Background: an optimization exercise with open tools, aiming at small area. Do not read the settings as production practice.
Only simulation tests tie the RTL to the original design; equivalence was not proved.
Power is estimated from default activity; no workload was simulated.

==> 12-16: inputs <==
## LiTE_DTU_160MHz_v2_0
module LiTE_DTU_160MHz_v2_0 (
			     CLK,
			     RST_b,
			     CALIBRATION_BUSY_1,
			     CALIBRATION_BUSY_10,
			     TEST_ENABLE,
			     GAIN_SEL_MODE,
			     fallback,
			     DATA12_g01,
			     DATA12_g10,
			     SATURATION_value,
			     BSL_VAL_g01,
			     BSL_VAL_g10,
			     losing_data,
			     DATA32_ATU_0,
			     DATA32_ATU_1,
			     DATA32_ATU_2,
			     DATA32_ATU_3,
			     Orbit,
			     shift_gain_10,
			     flush_b,
			     synch,
			     synch_pattern,
			     DATA32_0,
			     DATA32_1,
			     DATA32_2,
			     DATA32_3,
			     handshake);
clock: 6.25 ns
lec_check: 0
cap_margin: 20
core_margin: 2
core_utilization: 60
place_density: 0.7
slew_margin: 20
standard.sh (not shown) runs the stock make flow with config.mk's settings and CLKGATE_MAP_FILE= SYNTH_SCRIPT=/design/flow/synth_recipe.tcl, a recipe that flattens the netlist after the stock synthesis.
==> flow/flow/run.sh <==
#!/bin/bash
set -euo pipefail
CTS="-sink_clustering_enable -repair_clock_nets -sink_clustering_size 16 -sink_clustering_max_diameter 45 -buf_list sky130_fd_sc_hd__clkbuf_8 -dont_use_dummy_load"
bash standard.sh "BUFFER_PORTS_ARGS=-buffer_cell sky130_fd_sc_hd__buf_1" "CTS_ARGS=$CTS" finish > standard_flow.log 2>&1
==> 09-01 (differences from 12-16) <==
==> flow/flow/run.sh (replaced) <==
#!/bin/bash
# The standard layout, with three changes to how the layout is made:
#  1. after the standard synthesis, its combinational logic is mapped again
#     for area (ABC deepsyn + area mapping); every register keeps its name,
#     its cell type and its connections, and the netlist is checked for that
#  2. port buffers use the smallest buffer cell (buf_1)
#  3. clock tree: clkbuf_16 buffers, sink clusters of up to 32, no dummy loads
# Each tool writes its full output to a log file in this folder.
set -euo pipefail
WORK=$(pwd)
FLOWDIR=$WORK/flow
R=$WORK/orfs/results/$FLOW_PLATFORM/LiTE_DTU_160MHz_v2_0/base
LIB=$FLOW_HOME/platforms/$FLOW_PLATFORM/lib/sky130_fd_sc_hd__tt_025C_1v80.lib
YOSYS=$(command -v yosys || true)
[[ -x "$YOSYS" ]] || YOSYS=$FLOW_HOME/../tools/install/yosys/bin/yosys

CTS="-sink_clustering_enable -repair_clock_nets -sink_clustering_size 32 -sink_clustering_max_diameter 80 -root_buf sky130_fd_sc_hd__clkbuf_16 -buf_list sky130_fd_sc_hd__clkbuf_16 -sink_clustering_buffer sky130_fd_sc_hd__clkbuf_16 -dont_use_dummy_load"
ARGS=("BUFFER_PORTS_ARGS=-buffer_cell sky130_fd_sc_hd__buf_1" "CTS_ARGS=$CTS")

# 1. standard synthesis
bash standard.sh "${ARGS[@]}" synth > standard_synth.log 2>&1
cp "$R/1_2_yosys.v" "$WORK/netlist_standard.v"

# 2. re-map the combinational logic
remap() {
  local seq
  seq=$(grep -oE "sky130_fd_sc_hd__[a-z0-9_]*df[a-z0-9_]*" netlist_standard.v | sort -u | tr '\n' ' ')
  [[ "$seq" == "sky130_fd_sc_hd__dfxtp_1 sky130_fd_sc_hd__edfxtp_1 " ]] || { echo "unexpected register cells: $seq"; return 1; }
  sed -E 's/\bsky130_fd_sc_hd__(e?dfxtp_1) /KEEP__\1 /' netlist_standard.v > netlist_keep.v
  local du
  du=$(grep -o -- "-dont_use [^ ]*" "$WORK/orfs/logs/$FLOW_PLATFORM/LiTE_DTU_160MHz_v2_0/base/1_2_yosys.log" | sort -u | tr '\n' ' ')
  [[ -n "$du" ]] || { echo "no dont_use list"; return 1; }
  cat > remap.ys <<EOY
read_liberty -wb -ignore_miss_func $LIB
read_verilog -lib $FLOWDIR/keep_cells.v
read_verilog netlist_keep.v
hierarchy -check -top $FLOW_TOP
flatten -wb
opt -purge
techmap
opt -fast
abc -liberty $LIB $du -script $FLOWDIR/area.abc
splitnets
opt_clean -purge
hilomap -singleton -hicell sky130_fd_sc_hd__conb_1 HI -locell sky130_fd_sc_hd__conb_1 LO
insbuf -buf sky130_fd_sc_hd__buf_4 A X
opt_clean -purge
check -assert
stat -liberty $LIB
write_verilog -noattr -nohex -nodec netlist_remap_keep.v
EOY
  "$YOSYS" -s remap.ys > remap_yosys.log 2>&1 || { echo "yosys failed"; return 1; }
  sed -E 's/\bKEEP__(e?dfxtp_1) /sky130_fd_sc_hd__\1 /' netlist_remap_keep.v > netlist_remap.v
  # the registers must be the same: names, cell types and count
  grep -E "^\s*sky130_fd_sc_hd__e?dfxtp_1 " netlist_standard.v | awk '{print $1, $2}' | sort > regs_standard.txt
  grep -E "^\s*sky130_fd_sc_hd__e?dfxtp_1 " netlist_remap.v | awk '{print $1, $2}' | sort > regs_remap.txt
  cmp -s regs_standard.txt regs_remap.txt || { echo "registers differ"; return 1; }
  [[ $(wc -l < regs_standard.txt) -gt 0 ]] || { echo "no registers found"; return 1; }
  ! grep -q "KEEP__" netlist_remap.v || { echo "stand-in left"; return 1; }
  return 0
}
if remap > remap.log 2>&1; then
  cp netlist_remap.v "$R/1_2_yosys.v"
  rm -f "$R/1_synth.odb" "$R/1_synth.sdc"
  echo "remapped netlist in use" >> remap.log
else
  echo "remap failed; standard netlist kept" >> remap.log
fi

# 3. the rest of the standard flow
bash standard.sh "${ARGS[@]}" finish > standard_finish.log 2>&1
==> flow/flow/area.abc (new file) <==
&get -n
&st
&deepsyn -T 120
&dch -f
&nf -a -R 1000
&put
==> flow/flow/keep_cells.v (new file) <==
// Stand-ins for the registers while the combinational logic is re-mapped:
// they are left untouched and renamed back to their library cells afterwards.
(* blackbox *)
module KEEP__dfxtp_1(input CLK, input D, output Q);
endmodule
(* blackbox *)
module KEEP__edfxtp_1(input CLK, input D, input DE, output Q);
endmodule
CORE_UTILIZATION = 40   (was 60)
PLACE_DENSITY = 0.6   (was 0.7)
==> summary of the runs <==
12-16 finished with timing, DRC and antenna clean. 09-01 passed the timing, DRC and antenna checks. Between 09-01 and 12-16, the lower sequential share of layout area is in 09-01 (gap 0.40 points). Against 09-01, the final cell count of 12-16 is smaller by about 9%. In combinational power, 09-01 and 12-16 hardly differ. In critical path depth, 09-01 and 12-16 do not differ. In 09-01 the power is lower than in 12-16, by about 2.2%. In synthesized area, 12-16 and 09-01 do not differ. Of 09-01 and 12-16, 12-16 has the higher core utilization (gap 22 points). Of 09-01 and 12-16, 12-16 has the higher register-to-register slack (gap 60 ps). Die area: 09-01 is larger than 12-16 (49%).
==> figures <==
|  | 12-16 | 09-01 |
|---|---|---|
| Total number of vias | 23.9k | 23.1k |
| Routed wire length per instance | 22.5 µm | 20.5 µm |
| Layout-to-synthesis area ratio | 1.094x | 1.101x |
| Setup ws final | 1750 ps | 1900 ps |
| Core area | 67400 µm² | 102000 µm² |
| Status | timing/DRC/antenna clean | timing/DRC/antenna clean |
| Horizontal die dimension | 266 µm | 324 µm |
| Worst-skew pair later-pin latency | 750 ps | 680 ps |
| Power after layout | 12.6 mW | 12.3 mW |
| End-of-flow core utilization | 0.666 | 0.444 |
| Final period util | 0.720 | 0.696 |
| Global routing usage on met1 | 0.338 | 0.223 |
| Data required time of the worst path | 6850 ps | 6760 ps |
| GR Layer Usage met3 | 0.0380 | 0.0259 |
| Max_slew headroom | 0.232 | 0.259 |
| Sequential group share of total power | 0.654 | 0.667 |
| Worst hold slack | 292 ps | 282 ps |
| Power in sequential cells | 8.22 mW | 8.20 mW |
| Share of total power in combinational logic | 0.045 | 0.046 |

[what the ideal ports hide]
The results above use ideal ports. As a check the final layouts listed here were re-extracted and re-timed, cells and wires unchanged. Step 1 sets driving cells, clkbuf_16 on the clock port and buf_2 on the other inputs (assumed; they add their load-dependent delay and slew). Step 2, shift: input delay + t, output delay - t, t = (earliest + latest rising clock arrival at the registers) / 2. This alone moves slack from input paths to output paths. a / b / c = ideal ports / drivers / drivers and shift; a / b = the first two.
| run | t (ns) | slack for setup (ns) | latest minus earliest clock arrival (ns) |
|---|---|---|---|
| 12-16 | 0.758 | 1.748 / 1.769 / 1.011 | 0.116 / 0.117 |
| 09-01 | 0.699 | 1.899 / 1.909 / 1.210 | 0.090 / 0.090 |
After both steps setup and hold are still met in every run listed. For 12-16, which loses most, drivers alone change the setup slack by +0.021 ns; drivers and shift together by -0.737 ns.
